Background: an optimization exercise with open tools, aiming at small area and a short achievable clock period. Do not read the settings as production practice.
Function was checked by simulation only, so behaviour that the tests miss may differ from the original.
No run shown here takes its clock network from TritonCTS; it comes from the design's own scripts or RTL.
No driver is modelled on the clock port, so clock power and skew are understated where the tree is cut down; a real chip needs a root buffer or a tree.
Power is estimated from default activity; no workload was simulated.

==> design/flow/design.v <==
module sort_top (
  input             clk,
  input      [31:0] a, b, c, d, e, f,
  output reg [31:0] m, n, o, p, q, r
);
  reg  [31:0] a_q, b_q, c_q, d_q, e_q, f_q;
  wire [31:0] m_w, n_w, o_w, p_w, q_w, r_w;
  always @(posedge clk) begin
    a_q <= a; b_q <= b; c_q <= c; d_q <= d; e_q <= e; f_q <= f;
    m <= m_w; n <= n_w; o <= o_w; p <= p_w; q <= q_w; r <= r_w;
  end
  sort u_sort (
    .a(a_q), .b(b_q), .c(c_q), .d(d_q), .e(e_q), .f(f_q),
    .m(m_w), .n(n_w), .o(o_w), .p(p_w), .q(q_w), .r(r_w)
  );
endmodule

module sort(
  input  [31:0] a, b, c, d, e, f,
  output [31:0] m, n, o, p, q, r);
  wire [31:0] x [0:5];
  assign x[0] = a; assign x[1] = b; assign x[2] = c;
  assign x[3] = d; assign x[4] = e; assign x[5] = f;
  localparam [31:0] INV_U = 32'haaeaaeab;
  wire [31:0] nx [0:5];
  genvar gi, gj, gk;
  generate
    for (gi = 0; gi < 6; gi = gi + 1) begin : g_inv
      assign nx[gi] = ~x[gi];
    end
  endgenerate
  wire [5:0] lt [0:5];
  generate
    for (gi = 0; gi < 6; gi = gi + 1) begin : g_row
      for (gj = 0; gj < 6; gj = gj + 1) begin : g_col
        if (gj > gi) begin : g_cmp
          sort_lt32 u_lt (.u(x[gi]), .v(x[gj]),
                          .n((nx[gi] & INV_U) | (nx[gj] & ~INV_U)),
                          .lt(lt[gi][gj]));
        end else begin : g_no
          assign lt[gi][gj] = 1'b0;
        end
      end
    end
  endgenerate
  reg [5:0] ahead [0:5];
  reg [5:0] sel [0:5];    
  reg [2:0] pos;
  integer i, j, k;
  always @(*) begin
    for (i = 0; i < 6; i = i + 1) ahead[i] = 6'd0;
    for (i = 0; i < 6; i = i + 1)
      for (j = i + 1; j < 6; j = j + 1) begin
        ahead[i][j] = lt[i][j];
        ahead[j][i] = ~lt[i][j];
      end
    for (k = 0; k < 6; k = k + 1) sel[k] = 6'd0;
    for (i = 0; i < 6; i = i + 1) begin
      pos = 3'd0;
      for (j = 0; j < 6; j = j + 1)
        pos = pos + ahead[i][j];
      for (k = 0; k < 6; k = k + 1)
        sel[k][i] = (pos == k);
    end
  end
  wire [5:0] seld [0:5];
  generate
    for (gk = 0; gk < 6; gk = gk + 1) begin : g_sd
      for (gi = 0; gi < 6; gi = gi + 1) begin : g_si
        sort_inv u_sd (.a(~sel[gk][gi]), .y(seld[gk][gi]));
      end
    end
  endgenerate
  wire [31:0] y [0:5];
  generate
    for (gk = 0; gk < 6; gk = gk + 1) begin : g_out
      for (gi = 0; gi < 32; gi = gi + 1) begin : g_bit
        sort_pick6 u_pick (.s(seld[gk]),
          .x({x[5][gi], x[4][gi], x[3][gi], x[2][gi], x[1][gi], x[0][gi]}),
          .y(y[gk][gi]));
      end
    end
  endgenerate
  assign m = y[0]; assign n = y[1]; assign o = y[2];
  assign p = y[3]; assign q = y[4]; assign r = y[5];
endmodule
module sort_lt32(input [31:0] u, v, n, output lt);
  wire [32:0] bw;
  sort_nand2 u_b0 (.a(n[0]), .b(v[0]), .y(bw[1]));
  wire gn1, pn1;
  sort_nor2  u_g1 (.a(n[1]), .b(v[1]), .y(pn1));
  sort_nand2 u_p1 (.a(n[1]), .b(v[1]), .y(gn1));
  sort_oai21 u_b1 (.a1(pn1), .a2(bw[1]), .b1(gn1), .y(bw[2]));
  wire g2, p2;
  sort_nor2  u_g2 (.a(u[2]), .b(n[2]), .y(g2));
  sort_nand2 u_p2 (.a(u[2]), .b(n[2]), .y(p2));
  sort_oai21 u_b2 (.a1(g2), .a2(bw[2]), .b1(p2), .y(bw[3]));
  wire gn3, pn3;
  sort_nor2  u_g3 (.a(n[3]), .b(v[3]), .y(pn3));
  sort_nand2 u_p3 (.a(n[3]), .b(v[3]), .y(gn3));
  sort_oai21 u_b3 (.a1(pn3), .a2(bw[3]), .b1(gn3), .y(bw[4]));
  wire g4, p4;
  sort_nor2  u_g4 (.a(u[4]), .b(n[4]), .y(g4));
  sort_nand2 u_p4 (.a(u[4]), .b(n[4]), .y(p4));
  sort_oai21 u_b4 (.a1(g4), .a2(bw[4]), .b1(p4), .y(bw[5]));
  wire gn5, pn5;
  sort_nor2  u_g5 (.a(n[5]), .b(v[5]), .y(pn5));
  sort_nand2 u_p5 (.a(n[5]), .b(v[5]), .y(gn5));
  sort_oai21 u_b5 (.a1(pn5), .a2(bw[5]), .b1(gn5), .y(bw[6]));
  wire g6, p6;
  sort_nor2  u_g6 (.a(u[6]), .b(n[6]), .y(g6));
  sort_nand2 u_p6 (.a(u[6]), .b(n[6]), .y(p6));
  sort_oai21 u_b6 (.a1(g6), .a2(bw[6]), .b1(p6), .y(bw[7]));
  wire gn7, pn7;
  sort_nor2  u_g7 (.a(n[7]), .b(v[7]), .y(pn7));
  sort_nand2 u_p7 (.a(n[7]), .b(v[7]), .y(gn7));
  sort_oai21 u_b7 (.a1(pn7), .a2(bw[7]), .b1(gn7), .y(bw[8]));
  wire g8, p8;
  sort_nor2  u_g8 (.a(u[8]), .b(n[8]), .y(g8));
  sort_nand2 u_p8 (.a(u[8]), .b(n[8]), .y(p8));
  sort_oai21 u_b8 (.a1(g8), .a2(bw[8]), .b1(p8), .y(bw[9]));
  wire gn9, pn9;
  sort_nor2  u_g9 (.a(n[9]), .b(v[9]), .y(pn9));
  sort_nand2 u_p9 (.a(n[9]), .b(v[9]), .y(gn9));
  sort_oai21 u_b9 (.a1(pn9), .a2(bw[9]), .b1(gn9), .y(bw[10]));
  sort_aoi222 u_b10 (.a1(n[10]), .a2(v[10]), .b1(n[10]), .b2(bw[10]), .c1(v[10]), .c2(bw[10]), .y(bw[11]));
  wire gn11, pn11;
  sort_nor2  u_g11 (.a(n[11]), .b(v[11]), .y(pn11));
  sort_nand2 u_p11 (.a(n[11]), .b(v[11]), .y(gn11));
  sort_oai21 u_b11 (.a1(pn11), .a2(bw[11]), .b1(gn11), .y(bw[12]));
  wire g12, p12;
  sort_nor2  u_g12 (.a(u[12]), .b(n[12]), .y(g12));
  sort_nand2 u_p12 (.a(u[12]), .b(n[12]), .y(p12));
  sort_oai21 u_b12 (.a1(g12), .a2(bw[12]), .b1(p12), .y(bw[13]));
  wire gn13, pn13;
  sort_nor2  u_g13 (.a(n[13]), .b(v[13]), .y(pn13));
  sort_nand2 u_p13 (.a(n[13]), .b(v[13]), .y(gn13));
  sort_oai21 u_b13 (.a1(pn13), .a2(bw[13]), .b1(gn13), .y(bw[14]));
  wire g14, p14;
  sort_nor2  u_g14 (.a(u[14]), .b(n[14]), .y(g14));
  sort_nand2 u_p14 (.a(u[14]), .b(n[14]), .y(p14));
  sort_oai21 u_b14 (.a1(g14), .a2(bw[14]), .b1(p14), .y(bw[15]));
  wire gn15, pn15;
  sort_nor2  u_g15 (.a(n[15]), .b(v[15]), .y(pn15));
  sort_nand2 u_p15 (.a(n[15]), .b(v[15]), .y(gn15));
  sort_oai21 u_b15 (.a1(pn15), .a2(bw[15]), .b1(gn15), .y(bw[16]));
  wire g16, p16;
  sort_nor2  u_g16 (.a(u[16]), .b(n[16]), .y(g16));
  sort_nand2 u_p16 (.a(u[16]), .b(n[16]), .y(p16));
  sort_oai21 u_b16 (.a1(g16), .a2(bw[16]), .b1(p16), .y(bw[17]));
  wire gn17, pn17;
  sort_nor2  u_g17 (.a(n[17]), .b(v[17]), .y(pn17));
  sort_nand2 u_p17 (.a(n[17]), .b(v[17]), .y(gn17));
  sort_oai21 u_b17 (.a1(pn17), .a2(bw[17]), .b1(gn17), .y(bw[18]));
  wire g18, p18;
  sort_nor2  u_g18 (.a(u[18]), .b(n[18]), .y(g18));
  sort_nand2 u_p18 (.a(u[18]), .b(n[18]), .y(p18));
  sort_oai21 u_b18 (.a1(g18), .a2(bw[18]), .b1(p18), .y(bw[19]));
  wire gn19, pn19;
  sort_nor2  u_g19 (.a(n[19]), .b(v[19]), .y(pn19));
  sort_nand2 u_p19 (.a(n[19]), .b(v[19]), .y(gn19));
  sort_oai21 u_b19 (.a1(pn19), .a2(bw[19]), .b1(gn19), .y(bw[20]));
  wire g20, p20;
  sort_nor2  u_g20 (.a(u[20]), .b(n[20]), .y(g20));
  sort_nand2 u_p20 (.a(u[20]), .b(n[20]), .y(p20));
  sort_oai21 u_b20 (.a1(g20), .a2(bw[20]), .b1(p20), .y(bw[21]));
  wire gn21, pn21;
  sort_nor2  u_g21 (.a(n[21]), .b(v[21]), .y(pn21));
  sort_nand2 u_p21 (.a(n[21]), .b(v[21]), .y(gn21));
  sort_oai21 u_b21 (.a1(pn21), .a2(bw[21]), .b1(gn21), .y(bw[22]));
  sort_aoi222 u_b22 (.a1(n[22]), .a2(v[22]), .b1(n[22]), .b2(bw[22]), .c1(v[22]), .c2(bw[22]), .y(bw[23]));
  wire gn23, pn23;
  sort_nor2  u_g23 (.a(n[23]), .b(v[23]), .y(pn23));
  sort_nand2 u_p23 (.a(n[23]), .b(v[23]), .y(gn23));
  sort_oai21 u_b23 (.a1(pn23), .a2(bw[23]), .b1(gn23), .y(bw[24]));
  wire g24, p24;
  sort_nor2  u_g24 (.a(u[24]), .b(n[24]), .y(g24));
  sort_nand2 u_p24 (.a(u[24]), .b(n[24]), .y(p24));
  sort_oai21 u_b24 (.a1(g24), .a2(bw[24]), .b1(p24), .y(bw[25]));
  wire gn25, pn25;
  sort_nor2  u_g25 (.a(n[25]), .b(v[25]), .y(pn25));
  sort_nand2 u_p25 (.a(n[25]), .b(v[25]), .y(gn25));
  sort_oai21 u_b25 (.a1(pn25), .a2(bw[25]), .b1(gn25), .y(bw[26]));
  wire g26, p26;
  sort_nor2  u_g26 (.a(u[26]), .b(n[26]), .y(g26));
  sort_nand2 u_p26 (.a(u[26]), .b(n[26]), .y(p26));
  sort_oai21 u_b26 (.a1(g26), .a2(bw[26]), .b1(p26), .y(bw[27]));
  wire gn27, pn27;
  sort_nor2  u_g27 (.a(n[27]), .b(v[27]), .y(pn27));
  sort_nand2 u_p27 (.a(n[27]), .b(v[27]), .y(gn27));
  sort_oai21 u_b27 (.a1(pn27), .a2(bw[27]), .b1(gn27), .y(bw[28]));
  wire g28, p28;
  sort_nor2  u_g28 (.a(u[28]), .b(n[28]), .y(g28));
  sort_nand2 u_p28 (.a(u[28]), .b(n[28]), .y(p28));
  sort_oai21 u_b28 (.a1(g28), .a2(bw[28]), .b1(p28), .y(bw[29]));
  wire gn29, pn29;
  sort_nor2  u_g29 (.a(n[29]), .b(v[29]), .y(pn29));
  sort_nand2 u_p29 (.a(n[29]), .b(v[29]), .y(gn29));
  sort_oai21 u_b29 (.a1(pn29), .a2(bw[29]), .b1(gn29), .y(bw[30]));
  wire g30, p30;
  sort_nor2  u_g30 (.a(u[30]), .b(n[30]), .y(g30));
  sort_nand2 u_p30 (.a(u[30]), .b(n[30]), .y(p30));
  sort_oai21 u_b30 (.a1(g30), .a2(bw[30]), .b1(p30), .y(bw[31]));
  wire gn31, pn31;
  sort_nor2  u_g31 (.a(n[31]), .b(v[31]), .y(pn31));
  sort_nand2 u_p31 (.a(n[31]), .b(v[31]), .y(gn31));
  sort_oai21 u_b31 (.a1(pn31), .a2(bw[31]), .b1(gn31), .y(bw[32]));
  assign lt = bw[32];
endmodule
module sort_pick6(input [5:0] s, input [5:0] x, output y);
  wire lo_n, hi_n;
  sort_aoi222 u_lo (.a1(s[0]), .a2(x[0]), .b1(s[1]), .b2(x[1]), .c1(s[2]), .c2(x[2]), .y(lo_n));
  sort_aoi222 u_hi (.a1(s[3]), .a2(x[3]), .b1(s[4]), .b2(x[4]), .c1(s[5]), .c2(x[5]), .y(hi_n));
  sort_nand2 u_or (.a(lo_n), .b(hi_n), .y(y));
endmodule
module sort_aoi222(input a1, a2, b1, b2, c1, c2, output y);
  assign y = ~((a1 & a2) | (b1 & b2) | (c1 & c2));
endmodule
module sort_oai21(input a1, a2, b1, output y);
  assign y = ~((a1 | a2) & b1);
endmodule
module sort_nand2(input a, b, output y);
  assign y = ~(a & b);
endmodule
module sort_inv(input a, output y);
  assign y = ~a;
endmodule
module sort_nor2(input a, b, output y);
  assign y = ~(a | b);
endmodule
==> design/flow/flow/run.sh <==
#!/bin/bash
# Layout flow: the standard flow (standard.sh) with these changes:
#  - the port buffers are the smallest buffer, buf_1;
#  - before global placement, the inverters that drive the mux selects
#    (fanout 32) are set to inv_2 (flow/size_fanout.tcl, ORFS's
#    PRE_GLOBAL_PLACE hook), so placement's slew repair need not buffer them;
#  - before detailed placement, each output port's buffer is put on free
#    sites next to its port and its flip-flop right behind it
#    (flow/place_io_flops.tcl, PRE_DETAIL_PLACE hook), held there while
#    detailed placement legalizes the rest, then released
#    (flow/place_io_release.tcl, POST_DETAIL_PLACE hook);
#  - the clock tree is a two-level buffer tree built by flow/cts_hook.tcl
#    (PRE_CTS hook) instead of TritonCTS.
# ORFS writes each tool's log under orfs/logs/; make's output goes to standard.log.
set -e
HERE=$(pwd)
cat >> config.mk <<EOC
export BUFFER_PORTS_ARGS = -buffer_cell sky130_fd_sc_hd__buf_1
export PRE_GLOBAL_PLACE_TCL = $HERE/flow/size_fanout.tcl
export PRE_DETAIL_PLACE_TCL = $HERE/flow/place_io_flops.tcl
export POST_DETAIL_PLACE_TCL = $HERE/flow/place_io_release.tcl
export PRE_CTS_TCL = $HERE/flow/cts_hook.tcl
EOC
bash standard.sh > standard.log 2>&1
==> design/flow/flow/clock_tree.tcl <==
# Two-level clock tree built by hand, in place of TritonCTS.
# The clock port drives NROOT root buffers; each root buffer drives a group of
# leaf buffers; each leaf buffer drives a cluster of flip-flops. Clusters come
# from k-means on the flip-flops' placed positions, so every flip-flop sees
# the same two buffer stages.
proc ct_kmeans {pts k iters} {
  # pts: list of {x y}; returns list of cluster index per point
  set n [llength $pts]
  set sorted [lsort -real -index 0 $pts]
  set cents {}
  for {set i 0} {$i < $k} {incr i} {
    lappend cents [lindex $sorted [expr {int(($i + 0.5) * $n / $k)}]]
  }
  set asg {}
  for {set it 0} {$it < $iters} {incr it} {
    set asg {}
    foreach p $pts {
      set best 0; set bd 1e30; set ci 0
      foreach c $cents {
        set d [expr {abs([lindex $p 0] - [lindex $c 0]) + abs([lindex $p 1] - [lindex $c 1])}]
        if {$d < $bd} { set bd $d; set best $ci }
        incr ci
      }
      lappend asg $best
    }
    set sx [lrepeat $k 0.0]; set sy [lrepeat $k 0.0]; set sn [lrepeat $k 0]
    foreach p $pts a $asg {
      lset sx $a [expr {[lindex $sx $a] + [lindex $p 0]}]
      lset sy $a [expr {[lindex $sy $a] + [lindex $p 1]}]
      lset sn $a [expr {[lindex $sn $a] + 1}]
    }
    set nc {}
    for {set i 0} {$i < $k} {incr i} {
      if {[lindex $sn $i] > 0} {
        lappend nc [list [expr {[lindex $sx $i] / [lindex $sn $i]}] [expr {[lindex $sy $i] / [lindex $sn $i]}]]
      } else { lappend nc [lindex $cents $i] }
    }
    set cents $nc
  }
  return [list $asg $cents]
}

# Assign each point to the nearest centre that still has room (at most cap
# points per centre), most constrained points first.
proc ct_balance {pts cents cap} {
  set k [llength $cents]
  set order {}
  set i 0
  foreach p $pts {
    set ds {}
    foreach c $cents {
      lappend ds [expr {abs([lindex $p 0] - [lindex $c 0]) + abs([lindex $p 1] - [lindex $c 1])}]
    }
    set s [lsort -real $ds]
    lappend order [list $i [expr {[lindex $s 1] - [lindex $s 0]}] $ds]
    incr i
  }
  set asg [lrepeat [llength $pts] 0]
  set cnt [lrepeat $k 0]
  foreach e [lsort -real -decreasing -index 1 $order] {
    lassign $e i regret ds
    set best -1; set bd 1e30
    for {set c 0} {$c < $k} {incr c} {
      if {[lindex $cnt $c] < $cap && [lindex $ds $c] < $bd} { set bd [lindex $ds $c]; set best $c }
    }
    lset asg $i $best
    lset cnt $best [expr {[lindex $cnt $best] + 1}]
  }
  return $asg
}

proc ct_build {nleaf nroot rootcell leafcell} {
  set db [ord::get_db]
  set block [ord::get_db_block]
  set clknet [$block findNet clk]
  set sinks {}
  set pts {}
  foreach it [$clknet getITerms] {
    lappend sinks $it
    set inst [$it getInst]
    set bb [$inst getBBox]
    lappend pts [list [expr {([$bb xMin] + [$bb xMax]) / 2.0}] [expr {([$bb yMin] + [$bb yMax]) / 2.0}]]
  }
  puts "clock_tree: [llength $sinks] sinks"
  lassign [ct_kmeans $pts $nleaf 30] asg cents
  set asg [ct_balance $pts $cents [expr {int(ceil(1.15 * [llength $pts] / $nleaf))}]]
  # move each leaf to the centroid of the flip-flops it ended up with
  set sx [lrepeat $nleaf 0.0]; set sy [lrepeat $nleaf 0.0]; set sn [lrepeat $nleaf 0]
  foreach p $pts a $asg {
    lset sx $a [expr {[lindex $sx $a] + [lindex $p 0]}]
    lset sy $a [expr {[lindex $sy $a] + [lindex $p 1]}]
    lset sn $a [expr {[lindex $sn $a] + 1}]
  }
  set cents {}
  for {set i 0} {$i < $nleaf} {incr i} {
    lappend cents [list [expr {[lindex $sx $i] / max(1, [lindex $sn $i])}] [expr {[lindex $sy $i] / max(1, [lindex $sn $i])}]]
  }
  lassign [ct_kmeans $cents $nroot 30] rasg rcents
  set rm [$db findMaster $rootcell]
  set lm [$db findMaster $leafcell]
  set roots {}
  for {set r 0} {$r < $nroot} {incr r} {
    set inst [odb::dbInst_create $block $rm "ctree_root_$r"]
    set c [lindex $rcents $r]
    $inst setLocation [expr {int([lindex $c 0])}] [expr {int([lindex $c 1])}]
    $inst setPlacementStatus PLACED
    set net [odb::dbNet_create $block "ctree_rnet_$r"]
    $net setSigType CLOCK
    [$inst findITerm A] connect $clknet
    [$inst findITerm X] connect $net
    lappend roots $net
  }
  set leaves {}
  for {set l 0} {$l < $nleaf} {incr l} {
    set inst [odb::dbInst_create $block $lm "ctree_leaf_$l"]
    set c [lindex $cents $l]
    $inst setLocation [expr {int([lindex $c 0])}] [expr {int([lindex $c 1])}]
    $inst setPlacementStatus PLACED
    set net [odb::dbNet_create $block "ctree_lnet_$l"]
    $net setSigType CLOCK
    [$inst findITerm A] connect [lindex $roots [lindex $rasg $l]]
    [$inst findITerm X] connect $net
    lappend leaves $net
  }
  foreach it $sinks a $asg {
    $it disconnect
    $it connect [lindex $leaves $a]
  }
  set counts [lrepeat $nleaf 0]
  foreach a $asg { lset counts $a [expr {[lindex $counts $a] + 1}] }
  puts "clock_tree: $nroot roots, $nleaf leaves, flops per leaf: $counts"
}

# Undo ct_build: flip-flops back on the clock net, tree buffers and nets removed.
proc ct_teardown {} {
  set block [ord::get_db_block]
  set clknet [$block findNet clk]
  foreach inst [$block getInsts] {
    if {![string match "ctree_leaf_*" [$inst getName]]} { continue }
    set net [[$inst findITerm X] getNet]
    foreach it [$net getITerms] {
      if {[$it getInst] != $inst} { $it disconnect; $it connect $clknet }
    }
  }
  foreach inst [$block getInsts] {
    if {[string match "ctree_*" [$inst getName]]} { odb::dbInst_destroy $inst }
  }
  foreach net [$block getNets] {
    if {[string match "ctree_*" [$net getName]]} { odb::dbNet_destroy $net }
  }
}

proc ct_max_clk_slew {} {
  estimate_parasitics -placement
  set mx 0
  foreach p [get_pins -hierarchical */CLK] {
    set s [get_property $p slew_max]
    if {$s > $mx} { set mx $s }
  }
  return $mx
}

# Try tree shapes in order; keep the first whose worst flip-flop clock slew,
# estimated from placement, is at most limit (ns). The last one is kept anyway.
proc ct_build_best {configs limit} {
  set n [llength $configs]
  set i 0
  foreach cfg $configs {
    incr i
    lassign $cfg nleaf nroot rootcell leafcell
    ct_build $nleaf $nroot $rootcell $leafcell
    set_propagated_clock [all_clocks]
    set s [ct_max_clk_slew]
    puts "clock_tree: $cfg: worst clock slew [format %.4f $s] ns"
    if {$s <= $limit || $i == $n} { return }
    ct_teardown
  }
}
==> design/flow/flow/cts_hook.tcl <==
# PRE_CTS hook: build a two-level clock tree by hand (clock_tree.tcl) and
# skip TritonCTS. The clock port drives 4 root clkbuf_16, each driving a
# group of leaf buffers; each leaf drives a balanced cluster of flip-flops.
# Every flip-flop's clock goes through exactly two buffers. The first tree
# shape whose worst clock slew (estimated from placement) is at most 0.115 ns
# is kept.
source [file join [file dirname [info script]] clock_tree.tcl]
ct_build_best {
  {28 4 sky130_fd_sc_hd__clkbuf_16 sky130_fd_sc_hd__clkbuf_8}
  {30 4 sky130_fd_sc_hd__clkbuf_16 sky130_fd_sc_hd__clkbuf_8}
  {26 4 sky130_fd_sc_hd__clkbuf_16 sky130_fd_sc_hd__clkbuf_8}
  {20 4 sky130_fd_sc_hd__clkbuf_16 sky130_fd_sc_hd__clkbuf_16}
  {22 4 sky130_fd_sc_hd__clkbuf_16 sky130_fd_sc_hd__clkbuf_16}
  {24 4 sky130_fd_sc_hd__clkbuf_16 sky130_fd_sc_hd__clkbuf_16}
} 0.115
set_propagated_clock [all_clocks]
proc clock_tree_synthesis {args} {
  puts "clock_tree_synthesis skipped: the clock tree was built by cts_hook.tcl"
}
==> design/flow/flow/place_io_flops.tcl <==
# PRE_DETAIL_PLACE hook: put each output port's buffer in the core row next
# to its port, on free sites as close to the port as possible, and the
# flip-flop that drives it just inside of it, so that the flip-flop-to-port
# path is short. Both are held (FIRM) while detailed placement
# legalizes everything else around them; place_io_release.tcl
# (POST_DETAIL_PLACE) makes them ordinary placed cells again.
proc io_rows {block} {
  set rows {}
  foreach row [$block getRows] {
    set o [$row getOrigin]
    lappend rows [list [lindex $o 1] [lindex $o 0] [$row getSiteCount] [$row getOrient] [[$row getSite] getWidth]]
  }
  return [lsort -integer -index 0 $rows]
}

# Put inst on the free sites nearest to (px, py), mark them used and hold
# the cell there (FIRM). Returns {x y row} or "" when nothing is free nearby.
proc io_slot {occvar rows rowh sitew x0 nsites nrows inst px py} {
  upvar $occvar occ
  set ws [expr {([[$inst getMaster] getWidth] + $sitew - 1) / $sitew}]
  set ps [expr {($px - $x0) / $sitew - $ws / 2}]
  set pr [expr {($py - [lindex $rows 0 0]) / $rowh}]
  set ps [expr {min(max($ps, 0), $nsites - $ws)}]
  set pr [expr {min(max($pr, 0), $nrows - 1)}]
  set best ""; set bd 1e18
  for {set dr -8} {$dr <= 8} {incr dr} {
    set r [expr {$pr + $dr}]
    if {$r < 0 || $r >= $nrows} { continue }
    for {set ds -60} {$ds <= 60} {incr ds} {
      set s [expr {$ps + $ds}]
      if {$s < 0 || $s + $ws > $nsites} { continue }
      set free 1
      for {set k 0} {$k < $ws} {incr k} { if {[info exists occ($r,[expr {$s + $k}])]} { set free 0; break } }
      if {!$free} { continue }
      set cx [expr {$x0 + $s * $sitew + $ws * $sitew / 2}]
      set cy [expr {[lindex $rows $r 0] + $rowh / 2}]
      set d [expr {abs($cx - $px) + abs($cy - $py)}]
      if {$d < $bd} { set bd $d; set best [list $r $s] }
    }
  }
  if {$best == ""} { return "" }
  lassign $best r s
  for {set k 0} {$k < $ws} {incr k} { set occ($r,[expr {$s + $k}]) 1 }
  set x [expr {$x0 + $s * $sitew}]
  set y [lindex $rows $r 0]
  $inst setOrient [lindex $rows $r 3]
  $inst setLocation $x $y
  $inst setPlacementStatus FIRM
  return [list $x $y $r]
}

proc io_flops_place {} {
  set block [ord::get_db_block]
  set rows [io_rows $block]
  set nrows [llength $rows]
  set rowh [expr {[lindex $rows 1 0] - [lindex $rows 0 0]}]
  set sitew [lindex $rows 0 4]
  set x0 [lindex $rows 0 1]
  set nsites [lindex $rows 0 2]
  # occupied sites per row, from the fixed cells (tap cells)
  array set occ {}
  foreach inst [$block getInsts] {
    if {[$inst getPlacementStatus] ne "FIRM" && [$inst getPlacementStatus] ne "LOCKED" && ![$inst isFixed]} { continue }
    set bb [$inst getBBox]
    set r [expr {([$bb yMin] - [lindex $rows 0 0]) / $rowh}]
    for {set s [expr {([$bb xMin] - $x0) / $sitew}]} {$s < ([$bb xMax] - $x0 + $sitew - 1) / $sitew} {incr s} {
      set occ($r,$s) 1
    }
  }
  set n 0
  foreach bterm [$block getBTerms] {
    if {[$bterm getIoType] != "OUTPUT"} { continue }
    set net [$bterm getNet]
    set buf ""
    foreach it [$net getITerms] { if {[$it isOutputSignal]} { set buf [$it getInst] } }
    if {$buf == ""} { continue }
    set ff ""
    foreach it [$buf getITerms] {
      if {[$it isInputSignal]} {
        foreach it2 [[$it getNet] getITerms] { if {[$it2 isOutputSignal]} { set ff [$it2 getInst] } }
      }
    }
    if {$ff == "" || ![[$ff getMaster] isSequential]} { continue }
    set bb [$bterm getBBox]
    set px [expr {([$bb xMin] + [$bb xMax]) / 2}]
    set py [expr {([$bb yMin] + [$bb yMax]) / 2}]
    set slot [io_slot occ $rows $rowh $sitew $x0 $nsites $nrows $buf $px $py]
    if {$slot == ""} { continue }
    lassign $slot bx by r
    # the flip-flop goes one row (or one buffer width) further in from the
    # edge the port is on
    set xmax [expr {$x0 + $nsites * $sitew}]
    set ymax [expr {[lindex $rows end 0] + $rowh}]
    set dl [expr {$px - $x0}]; set dr2 [expr {$xmax - $px}]
    set db [expr {$py - [lindex $rows 0 0]}]; set dt [expr {$ymax - $py}]
    set m [expr {min($dl, $dr2, $db, $dt)}]
    set bw [[$buf getMaster] getWidth]
    set fw [[$ff getMaster] getWidth]
    if {$m == $db} {
      set tx [expr {$bx + $bw / 2}]; set ty [expr {$by + $rowh + $rowh / 2}]
    } elseif {$m == $dt} {
      set tx [expr {$bx + $bw / 2}]; set ty [expr {$by - $rowh / 2}]
    } elseif {$m == $dl} {
      set tx [expr {$bx + $bw + $fw / 2}]; set ty [expr {$by + $rowh / 2}]
    } else {
      set tx [expr {$bx - $fw / 2}]; set ty [expr {$by + $rowh / 2}]
    }
    io_slot occ $rows $rowh $sitew $x0 $nsites $nrows $ff $tx $ty
    incr n
  }
  puts "io_flops_place: placed $n output buffers at their ports and their flip-flops beside them"
}
io_flops_place
==> design/flow/flow/place_io_release.tcl <==
# POST_DETAIL_PLACE hook: the output buffers held by place_io_flops.tcl
# become ordinary placed cells again.
set n 0
foreach inst [[ord::get_db_block] getInsts] {
  if {[$inst getPlacementStatus] eq "FIRM"} { $inst setPlacementStatus PLACED; incr n }
}
puts "io_flops_release: $n cells back to PLACED"
==> design/flow/flow/size_fanout.tcl <==
# PRE_GLOBAL_PLACE hook: give the inverters that drive the mux selects (32
# loads each) a stronger size up front, so that placement's slew repair has
# nothing left to fix on those nets.
proc size_fanout_drivers {minfanout cell} {
  set n 0
  foreach inst [get_cells *] {
    set m [get_property $inst ref_name]
    if {$m ne "sky130_fd_sc_hd__inv_1"} { continue }
    set pin [get_pins -of_objects $inst -filter "direction == output"]
    set net [get_nets -of_objects $pin]
    set fo [llength [get_pins -of_objects $net -filter "direction == input"]]
    if {$fo >= $minfanout} { replace_cell $inst $cell; incr n }
  }
  puts "size_fanout_drivers: $n inverters set to $cell"
}
size_fanout_drivers 24 sky130_fd_sc_hd__inv_2
==> design/flow/standard.sh <==
#!/bin/bash
# synth_recipe.tcl (not shown) runs the flow's synth.tcl, then flattens the netlist and writes it again
# the make line also repeats each setting of config.mk as NAME=value (left out here)
make -C /OpenROAD-flow-scripts/flow DESIGN_CONFIG=/design/flow/config.mk WORK_HOME=/design/flow/orfs CLKGATE_MAP_FILE= SYNTH_SCRIPT=/design/flow/synth_recipe.tcl "${@:-finish}"
==> design/flow/config.mk <==
export PLATFORM = sky130hd
export DESIGN_NAME = sort_top
export DESIGN_NICKNAME = sort_top
export VERILOG_FILES = /design/flow/design.v
export SDC_FILE = /design/flow/constraint.sdc
export NUM_CORES = 4
export LEC_CHECK = 0
export CAP_MARGIN = 20
export CORE_MARGIN = 2
export CORE_UTILIZATION = 40
export SLEW_MARGIN = 20
export SYNTH_HIERARCHICAL = 1
export SYNTH_MINIMUM_KEEP_SIZE = 0
export BUFFER_PORTS_ARGS = -buffer_cell sky130_fd_sc_hd__buf_1
export PRE_GLOBAL_PLACE_TCL = /design/flow/flow/size_fanout.tcl
export PRE_DETAIL_PLACE_TCL = /design/flow/flow/place_io_flops.tcl
export POST_DETAIL_PLACE_TCL = /design/flow/flow/place_io_release.tcl
export PRE_CTS_TCL = /design/flow/flow/cts_hook.tcl
==> design/flow/constraint.sdc <==
create_clock -name core_clock -period 44.0 [get_ports {clk}]
set_input_delay 8.8000 -clock core_clock [delete_from_list [all_inputs] [get_ports {clk}]]
set_output_delay 8.8000 -clock core_clock [all_outputs]
set_load 0.01 [all_outputs]
==> results of run 1 <==
## how the worst min path moves through the flow
stage	startpoint	end	slack, ps	cells past startpoint
after floorplan	f_q[12]	m[12]	570	2
after global placement	f_q[18]	m[18]	640	2
after detailed placement	f_q[28]	r[28]	660	2
after CTS	f_q[20]	p[20]	660	2
after global routing	f_q[20]	q[20]	690	2
final	f_q[16]	r[16]	680	2
## layout make-up
type | instances | share of cell area
antenna | 1 | 0.000112
buffer | 32 | 0.0218
inverter | 213 | 0.0360
multi-input combinational | 1986 | 0.496
sequential | 384 | 0.345
tap | 615 | 0.0346
timing repair buffer | 385 | 0.0660
## modules after synthesis, one instance, submodules excluded, a selection
module / cells inside / area, µm² / flops+latches / copies in the design
sort: 237 / 1340 / 0 / 1
sort_aoi222: 1 / 10.0 / 0 / 414
sort_inv: 1 / 3.75 / 0 / 36
sort_nand2: 1 / 3.75 / 0 / 642
sort_nor2: 1 / 3.75 / 0 / 435
sort_oai21: 1 / 5.00 / 0 / 435
sort_top: 384 / 7690 / 384 / 1
## kinds of logic (layout without fill, tap and decap cells)
logic type	count (synthesis)	count (layout)
buf+inv	213	630
flops	384	384
fa+ha+maj	24	24
other cells	0	1
simple gates	1113	1113
compound gates	849	849
## cells in the mapped netlist (all sizes together)
library cell  number
nor2             435
fa                12
a222oi           414
nand3b            12
dfxtp            384
o21ai            435
ha                12
inv              213
nand2            642
or3                6
or3b              18
## routing by layer
| layer | GRT usage | wire, µm |
|---|---|---|
| met5 | 0.0166 | 111 |
| met4 | 0.134 | 4360 |
| met3 | 0.0850 | 13000 |
| met2 | 0.527 | 39300 |
| met1 | 0.451 | 35100 |
## where the power goes
group | internal [mW] | leakage, nW | switching, mW
Clock | 0.0740 | 0.251 | 0.104
Combinational | 0.215 | 6.05 | 0.514
Sequential | 0.455 | 3.23 | 0.0573
Total | 0.744 | 9.53 | 0.675
## registers in the layout, summed over array words and instances (netlist names)
name	flops
m	32
f_q	32
c_q	32
p	32
o	32
d_q	32
e_q	32
q	32
b_q	32
n	32
r	32
a_q	32
==> notes.md, run 1 <==
* Run status: timing/DRC/antenna clean
* Via count normalized by instance count at 6.48
* Detailed-routing iteration count for the pre-antenna-repair pass at 22
* Mean Syn Cell Area at 7.56 µm²
* CTS-repair resized insts at 0
* Crit path kind: reg -> out
* Clock latency reported for the late side of the worst-skew pair at 360 ps
* Buffers on Ports at 384
* Launch instance of the worst register-to-register path: a_q[1]
* Adder and majority gate portion of the synthesized area at 0.0200
* Crit path required time at 35200 ps
* Signed area change from the synthesized netlist to the final layout at 14.0%
* Share of synthesized area spent on multiplexers at 0
* Multi-input logic area at 11000 µm²
* Number of nets at the end of the flow at 3219
* Post-synthesis share of cell area spent on and, or, nand and nor gates at 0.222
* Sequence of cells on the critical path: buf_1
* End of the critical path: q[16]
* Clock skew at 71.3 ps
* Gp weighted congestion at 0.919
* Top-level port count at 385
* Final Hold Violating Endpoints at 0
* Synth Instances at 2583
* Placed Instances at 3582
* Class of the worst hold path: reg -> reg
* Share of Yosys cell area claimed by the top area cell type at 0.394
* Family of cells with the greatest summed delay on the critical path: flip-flops
* Leak Pwr at 9.53 nW
* Final sum of negative setup slack at 0 ps
* Drt total wl at 91900 µm
* DRC violations left at 0
* Summed instance area of the synthesized netlist at 19500 µm²
* Setup repair after global routing missed its margin: no
* Starting DRC count in detailed routing at 5836
* Ratio of total power to cell area at 63.7 nW/µm²
* Endpoint of the lowest-slack register-to-register path: n[6]
* Count of antenna-violating nets left after detailed routing at 0
* Routed length per placed instance at 25.4 µm
* Maximum clock rate at 104 MHz
* Post-placement setup slack at 34740 ps
* Total die area at 50600 µm²
* Final setup fails at 0
* Data arrival time of the critical path at 850 ps
* Wire length of the first global-routing pass at 131000 µm
* Final standard cell area without fillers at 22300 µm²
* Routed via count at 23441
* Highest-count cells in the layout ignoring fill and taps: sky130_fd_sc_hd__nand2_1 (642), sky130_fd_sc_hd__o21ai_1 (435), sky130_fd_sc_hd__nor2_1 (435), sky130_fd_sc_hd__a222oi_1 (414)
* Total Routing Usage GR at 0.339
* Synth area leader: sky130_fd_sc_hd__dfxtp_1
* Maximum fanout encountered on the critical timing path at 1
* FP Rows at 80
* Crit. Startpoint: q[16]
* Post-CTS Setup Inserts at 0
* Layout Utilization at 0.464
* Maximum number of pins on one net before global-route repair at 33
* Fin Hold WS at 683 ps
* Dominant combinational cell family by area after synthesis: compound AO/OA/AOI/OAI gates
* Most common cell after layout, fill and taps aside: sky130_fd_sc_hd__nand2_1
* Core region area at 47900 µm²
* Setup ws final at 34350 ps
* Share of the synthesized netlist area taken by xor and xnor gates at 0
* Placed instance area at 21700 µm²
* HPWL after detailed placement at 55300 µm
* Number of warnings reported in the yosys synthesis log at 12
* Crit start category: flop
* Main area contributors after synthesis: sky130_fd_sc_hd__dfxtp_1 (39%), sky130_fd_sc_hd__a222oi_1 (21%), sky130_fd_sc_hd__nand2_1 (12%)
* Sequential cell area at 7690 µm²
* Clk slew on worst S/H paths at 110 ps
* Final standard cell count with taps included and fillers excluded at 3616
* Maximum capacitance violations at 0
* Buffers and inverters on the worst path at 1
* Flip-flop and latch count after synthesis at 384
* Depth of the worst register-to-register path at 42
* Minimum setup slack among reg-to-reg paths at 34930 ps
* Total power at 1.42 mW
* Proportion of layout cells with a drive suffix above 1 at 0.0230
* Floorplan die width at 225 µm
* Distinct cell type count of the synthesized netlist at 11
* Worst Max-Slew Pin Slew at 1290 ps
* Antenna violations before repair at 3
* Number of stages on the worst setup path at 1
* Synthesized-area fraction occupied by ao, oa, aoi and oai cells at 0.324
* Final critical-path required period at 9650 ps
* Library cell contributing the largest single delay on the critical path: sky130_fd_sc_hd__dfxtp_1
* Chip Height at 225 µm
* Worst vdd ir at 0.0445 mV
* Synth Net Count at 2800
* Number of pins exceeding their max-slew limit in the final report at 0
* Worst-case headroom to the max-slew limit at 0.140
* Total congestion overflow at 0
* Sequential share of the synthesized area at 0.394
* Hold Buf Count CTS at 0
* Fillers at 4626
* Vias in the first global route at 20907
* Type of destination of the critical path: output pin
* Critical path's largest stage delay at 340 ps
* Starting density of the core at 0.407
* Final cycle utilization of the critical path at 0.219
==> run 2: changes to the inputs <==
--- a/design/flow/design.v
+++ b/design/flow/design.v
@@ -21,7 +21,7 @@
   wire [31:0] x [0:5];
   assign x[0] = a; assign x[1] = b; assign x[2] = c;
   assign x[3] = d; assign x[4] = e; assign x[5] = f;
-  localparam [31:0] INV_U = 32'haaeaaeab;
+  localparam [31:0] INV_U = 32'ha8a8abab;
   wire [31:0] nx [0:5];
   genvar gi, gj, gk;
   generate
@@ -115,15 +115,15 @@
   sort_nor2  u_g7 (.a(n[7]), .b(v[7]), .y(pn7));
   sort_nand2 u_p7 (.a(n[7]), .b(v[7]), .y(gn7));
   sort_oai21 u_b7 (.a1(pn7), .a2(bw[7]), .b1(gn7), .y(bw[8]));
-  wire g8, p8;
-  sort_nor2  u_g8 (.a(u[8]), .b(n[8]), .y(g8));
-  sort_nand2 u_p8 (.a(u[8]), .b(n[8]), .y(p8));
-  sort_oai21 u_b8 (.a1(g8), .a2(bw[8]), .b1(p8), .y(bw[9]));
+  sort_aoi222 u_b8 (.a1(n[8]), .a2(v[8]), .b1(n[8]), .b2(bw[8]), .c1(v[8]), .c2(bw[8]), .y(bw[9]));
   wire gn9, pn9;
   sort_nor2  u_g9 (.a(n[9]), .b(v[9]), .y(pn9));
   sort_nand2 u_p9 (.a(n[9]), .b(v[9]), .y(gn9));
   sort_oai21 u_b9 (.a1(pn9), .a2(bw[9]), .b1(gn9), .y(bw[10]));
-  sort_aoi222 u_b10 (.a1(n[10]), .a2(v[10]), .b1(n[10]), .b2(bw[10]), .c1(v[10]), .c2(bw[10]), .y(bw[11]));
+  wire g10, p10;
+  sort_nor2  u_g10 (.a(u[10]), .b(n[10]), .y(g10));
+  sort_nand2 u_p10 (.a(u[10]), .b(n[10]), .y(p10));
+  sort_oai21 u_b10 (.a1(g10), .a2(bw[10]), .b1(p10), .y(bw[11]));
   wire gn11, pn11;
   sort_nor2  u_g11 (.a(n[11]), .b(v[11]), .y(pn11));
   sort_nand2 u_p11 (.a(n[11]), .b(v[11]), .y(gn11));
@@ -148,10 +148,7 @@
   sort_nor2  u_g16 (.a(u[16]), .b(n[16]), .y(g16));
   sort_nand2 u_p16 (.a(u[16]), .b(n[16]), .y(p16));
   sort_oai21 u_b16 (.a1(g16), .a2(bw[16]), .b1(p16), .y(bw[17]));
-  wire gn17, pn17;
-  sort_nor2  u_g17 (.a(n[17]), .b(v[17]), .y(pn17));
-  sort_nand2 u_p17 (.a(n[17]), .b(v[17]), .y(gn17));
-  sort_oai21 u_b17 (.a1(pn17), .a2(bw[17]), .b1(gn17), .y(bw[18]));
+  sort_aoi222 u_b17 (.a1(u[17]), .a2(n[17]), .b1(u[17]), .b2(bw[17]), .c1(n[17]), .c2(bw[17]), .y(bw[18]));
   wire g18, p18;
   sort_nor2  u_g18 (.a(u[18]), .b(n[18]), .y(g18));
   sort_nand2 u_p18 (.a(u[18]), .b(n[18]), .y(p18));
@@ -168,7 +165,10 @@
   sort_nor2  u_g21 (.a(n[21]), .b(v[21]), .y(pn21));
   sort_nand2 u_p21 (.a(n[21]), .b(v[21]), .y(gn21));
   sort_oai21 u_b21 (.a1(pn21), .a2(bw[21]), .b1(gn21), .y(bw[22]));
-  sort_aoi222 u_b22 (.a1(n[22]), .a2(v[22]), .b1(n[22]), .b2(bw[22]), .c1(v[22]), .c2(bw[22]), .y(bw[23]));
+  wire g22, p22;
+  sort_nor2  u_g22 (.a(u[22]), .b(n[22]), .y(g22));
+  sort_nand2 u_p22 (.a(u[22]), .b(n[22]), .y(p22));
+  sort_oai21 u_b22 (.a1(g22), .a2(bw[22]), .b1(p22), .y(bw[23]));
   wire gn23, pn23;
   sort_nor2  u_g23 (.a(n[23]), .b(v[23]), .y(pn23));
   sort_nand2 u_p23 (.a(n[23]), .b(v[23]), .y(gn23));
@@ -177,10 +177,7 @@
   sort_nor2  u_g24 (.a(u[24]), .b(n[24]), .y(g24));
   sort_nand2 u_p24 (.a(u[24]), .b(n[24]), .y(p24));
   sort_oai21 u_b24 (.a1(g24), .a2(bw[24]), .b1(p24), .y(bw[25]));
-  wire gn25, pn25;
-  sort_nor2  u_g25 (.a(n[25]), .b(v[25]), .y(pn25));
-  sort_nand2 u_p25 (.a(n[25]), .b(v[25]), .y(gn25));
-  sort_oai21 u_b25 (.a1(pn25), .a2(bw[25]), .b1(gn25), .y(bw[26]));
+  sort_aoi222 u_b25 (.a1(u[25]), .a2(n[25]), .b1(u[25]), .b2(bw[25]), .c1(n[25]), .c2(bw[25]), .y(bw[26]));
   wire g26, p26;
   sort_nor2  u_g26 (.a(u[26]), .b(n[26]), .y(g26));
   sort_nand2 u_p26 (.a(u[26]), .b(n[26]), .y(p26));
--- a/design/flow/flow/cts_hook.tcl
+++ b/design/flow/flow/cts_hook.tcl
@@ -9,6 +9,8 @@
   {28 4 sky130_fd_sc_hd__clkbuf_16 sky130_fd_sc_hd__clkbuf_8}
   {30 4 sky130_fd_sc_hd__clkbuf_16 sky130_fd_sc_hd__clkbuf_8}
   {26 4 sky130_fd_sc_hd__clkbuf_16 sky130_fd_sc_hd__clkbuf_8}
+  {32 4 sky130_fd_sc_hd__clkbuf_16 sky130_fd_sc_hd__clkbuf_8}
+  {34 4 sky130_fd_sc_hd__clkbuf_16 sky130_fd_sc_hd__clkbuf_8}
   {20 4 sky130_fd_sc_hd__clkbuf_16 sky130_fd_sc_hd__clkbuf_16}
   {22 4 sky130_fd_sc_hd__clkbuf_16 sky130_fd_sc_hd__clkbuf_16}
   {24 4 sky130_fd_sc_hd__clkbuf_16 sky130_fd_sc_hd__clkbuf_16}
==> notes.md, run 2 <==
* Run status: timing/DRC/antenna clean
* Maximum capacitance violations at 0 (unchanged)
* Sequence of cells on the critical path: buf_1
* Synth Net Count at 2770 (-1.1%)
* FP Rows at 80 (unchanged)
* HPWL after detailed placement at 55800 µm (+0.96%)
* Final Hold Violating Endpoints at 0 (unchanged)
* Maximum fanout encountered on the critical timing path at 1 (unchanged)
* End of the critical path: r[13]
* Fillers at 4687 (+1.3%)
* Sequential share of the synthesized area at 0.394 (+0.000758)
* Flip-flop and latch count after synthesis at 384 (unchanged)
* Detailed-routing iteration count for the pre-antenna-repair pass at 22 (unchanged)
* Vias in the first global route at 21235 (+1.6%)
* Worst Max-Slew Pin Slew at 1330 ps (+37.9 ps)
* Top-level port count at 385 (unchanged)
* Number of pins exceeding their max-slew limit in the final report at 0 (unchanged)
* Final cycle utilization of the critical path at 0.219 (-0.000318)
* Setup repair after global routing missed its margin: no
* Number of warnings reported in the yosys synthesis log at 12 (unchanged)
* Total Routing Usage GR at 0.346 (+0.00604)
* DRC violations left at 0 (unchanged)
* Family of cells with the greatest summed delay on the critical path: flip-flops
* Highest-count cells in the layout ignoring fill and taps: sky130_fd_sc_hd__nand2_1 (627), sky130_fd_sc_hd__a222oi_1 (429), sky130_fd_sc_hd__o21ai_1 (420), sky130_fd_sc_hd__nor2_1 (420)
* Crit. Startpoint: r[13]
* Final sum of negative setup slack at 0 ps (unchanged)
* Most numerous cell in the Yosys netlist: sky130_fd_sc_hd__nand2_1
* Final critical-path required period at 9640 ps (-14.0 ps)
* Final setup fails at 0 (unchanged)
* Floorplan die width at 225 µm (about the same)
* Drt total wl at 92600 µm (+0.71%)
* Maximum clock rate at 104 MHz (+0.14%)
* Maximum number of pins on one net before global-route repair at 33 (unchanged)
* Signed area change from the synthesized netlist to the final layout at 14.0% (about the same)
* Number of stages on the worst setup path at 1 (unchanged)
* Class of the worst hold path: reg -> reg
* Buffers on Ports at 384 (unchanged)
* Type of destination of the critical path: output pin
* Final standard cell area without fillers at 22200 µm² (-0.21%)
* Depth of the worst register-to-register path at 40 (-4.8%)
* Antenna violations before repair at 3 (unchanged)
* Crit path required time at 35200 ps (about the same)
* Total congestion overflow at 0 (unchanged)
* Launch instance of the worst register-to-register path: f_q[1]
* Ratio of total power to cell area at 64.1 nW/µm² (+0.63%)
* Worst vdd ir at 0.0414 mV (-7.0%)
* Most common cell after layout, fill and taps aside: sky130_fd_sc_hd__nand2_1
* Crit path kind: reg -> out
* Sequential cell area at 7690 µm² (unchanged)
* Multi-input logic area at 11000 µm² (-0.34%)
* Count of antenna-violating nets left after detailed routing at 0 (unchanged)
* Placed instance area at 21700 µm² (-0.17%)
* Buffers and inverters on the worst path at 1 (unchanged)
* Starting DRC count in detailed routing at 6410 (+9.8%)
* Clock skew at 63.5 ps (-7.75 ps)
* Synth area leader: sky130_fd_sc_hd__dfxtp_1
* Critical path's largest stage delay at 340 ps (about the same)
* Worst-case headroom to the max-slew limit at 0.115 (-0.0253)
* Hold Buf Count CTS at 0 (unchanged)
* Total die area at 50500 µm² (-0.19%)
* Minimum setup slack among reg-to-reg paths at 34760 ps (-170 ps)
* Fraction of registers with async set/reset at 0 (unchanged)
* Data arrival time of the critical path at 840 ps (about the same)
* Antenna diodes at 0 (-1)
* CTS-repair resized insts at 0 (unchanged)
* Core region area at 47900 µm² (unchanged)
* Endpoint of the lowest-slack register-to-register path: o[26]
* Routed length per placed instance at 25.8 µm (+1.6%)
* Mean Syn Cell Area at 7.63 µm² (+0.98%)
* Summed instance area of the synthesized netlist at 19500 µm² (-0.19%)
* Main area contributors after synthesis: sky130_fd_sc_hd__dfxtp_1 (39%), sky130_fd_sc_hd__a222oi_1 (22%), sky130_fd_sc_hd__nand2_1 (12%)
* Via count normalized by instance count at 6.53 (+0.70%)
* Clk slew on worst S/H paths at 90 ps (-20 ps)
* Chip Height at 225 µm (about the same)
* Proportion of layout cells with a drive suffix above 1 at 0.0232 (+0.000232)
* Share of Yosys cell area claimed by the top area cell type at 0.394 (+0.000758)
* Distinct cell type count of the synthesized netlist at 11 (unchanged)
* Clock latency reported for the late side of the worst-skew pair at 350 ps (about the same)
* Starting density of the core at 0.406 (-0.000783)
* Number of flops mapped to enable cells by yosys at 0 (unchanged)
* Gp weighted congestion at 0.897 (-2.4%)
* Most common library cells after synthesis: sky130_fd_sc_hd__nand2_1 (627), sky130_fd_sc_hd__a222oi_1 (429), sky130_fd_sc_hd__nor2_1 (420), sky130_fd_sc_hd__o21ai_1 (420), sky130_fd_sc_hd__dfxtp_1 (384)
* Number of nets at the end of the flow at 3189 (-0.93%)
* Top FF cell, synth: sky130_fd_sc_hd__dfxtp_1
* Library cell contributing the largest single delay on the critical path: sky130_fd_sc_hd__dfxtp_1
* Routed via count at 23403 (-0.16%)
* Crit start category: flop
* Synth Instances at 2553 (-1.2%)
* Post-CTS Setup Inserts at 0 (unchanged)
* Wire length of the first global-routing pass at 133000 µm (+1.0%)
* Leak Pwr at 9.48 nW (-0.53%)
## run 2: per-module statistics from Yosys (local to each module, per instance), a selection
| module | cell area, µm² | flip-flops and latches | copies in the design |
|---|---|---|---|
| sort_top | 7690 | 384 | 1 |
| sort | 1340 | 0 | 1 |
| sort_aoi222 | 10.0 | 0 | 429 |
| sort_oai21 | 5.00 | 0 | 420 |
| sort_inv | 3.75 | 0 | 36 |
| sort_nand2 | 3.75 | 0 | 627 |
| sort_nor2 | 3.75 | 0 | 420 |
## run 2: kinds of logic (layout without fill, tap and decap cells)
kind of cell | count (synthesis) | count (layout) | synth area share
compound gates | 849 | 849 | 0.328
flops | 384 | 384 | 0.394
simple gates | 1083 | 1083 | 0.216
buf+inv | 213 | 630 | 0.0410
fa+ha+maj | 24 | 24 | 0.0200
## run 2: per-layer routing
layer	GRT usage	part of all wire
met1	0.441	0.37
met2	0.536	0.43
met3	0.0997	0.14
met4	0.166	0.056
met5	0.000978	0.00088
## run 2: per-stage QoR
stage / power (mW) / setup slack [ps] / hold WS, ps / utilization / std cells
after floorplan: 0.887 / 34870 / 570 / - / 2553
after global placement: 1.19 / 34650 / 641 / 0.453 / 3552
after detailed placement: 1.21 / 34740 / 645 / 0.453 / 3552
after CTS: 1.38 / 34360 / 636 / 0.463 / 3584
after global routing: 1.47 / 34320 / 683 / 0.463 / 3585
final: 1.42 / 34360 / 678 / 0.463 / 3585
## run 2: worst min path at each step
stage | from | end | slack, ps | depth (start not counted)
floorplan | f_q[10] | m[10] | 570 | 2
global placement | f_q[20] | r[20] | 640 | 2
detailed placement | f_q[20] | r[20] | 650 | 2
CTS | f_q[20] | q[20] | 640 | 2
global route | f_q[20] | q[20] | 680 | 2
finish | f_q[20] | q[20] | 680 | 2
## run 2: final cells by class
type | instances | area share
Timing Repair Buffer | 385 | 0.0658
Sequential cell | 384 | 0.346
Tap cell | 615 | 0.0346
Multi-Input combinational cell | 1956 | 0.495
Buffer | 32 | 0.0219
Inverter | 213 | 0.0361
## run 2: power by group
group	switching, mW	internal, mW	leakage, nW
clock	0.101	0.0738	0.251
combinational	0.522	0.216	6.00
sequential	0.0574	0.455	3.23
total	0.680	0.745	9.48
## run 2: worst register-to-register path: cells and delay by family (launching register included)
kind | cells | cell delay, ps
compound gates | 32 | 5650
flops | 1 | 680
simple gates | 3 | 540
fa+ha+maj | 3 | 1260
buf+inv | 2 | 940

[separate check: timing with driven ports]
The results above use ideal ports. As a check the final layouts listed here were re-extracted and re-timed, cells and wires unchanged. Step 1 (the two cells are an assumption about what drives the block):
set clk [get_ports {clk}]
set_driving_cell -lib_cell sky130_fd_sc_hd__clkbuf_16 $clk
set_driving_cell -lib_cell sky130_fd_sc_hd__buf_2 [delete_from_list [all_inputs] $clk]
Step 2 adds t to the input delays and takes it off the output delays; t is the mean of the earliest and latest rising clock arrival at the registers after step 1. Input paths then give back, and output paths get back, about the clock's delay inside the block. a / b / c = ideal / step 1 / step 2; a / b = the first two.
| run | t (ns) | setup WS [ns] | worst setup path at the end |
|---|---|---|---|
| run 1 | 0.473 | 34.350 / 34.201 / 34.674 | register to output |
| run 2 | 0.467 | 34.364 / 34.211 / 34.678 | register to output |
After both steps every run listed still meets setup and hold.
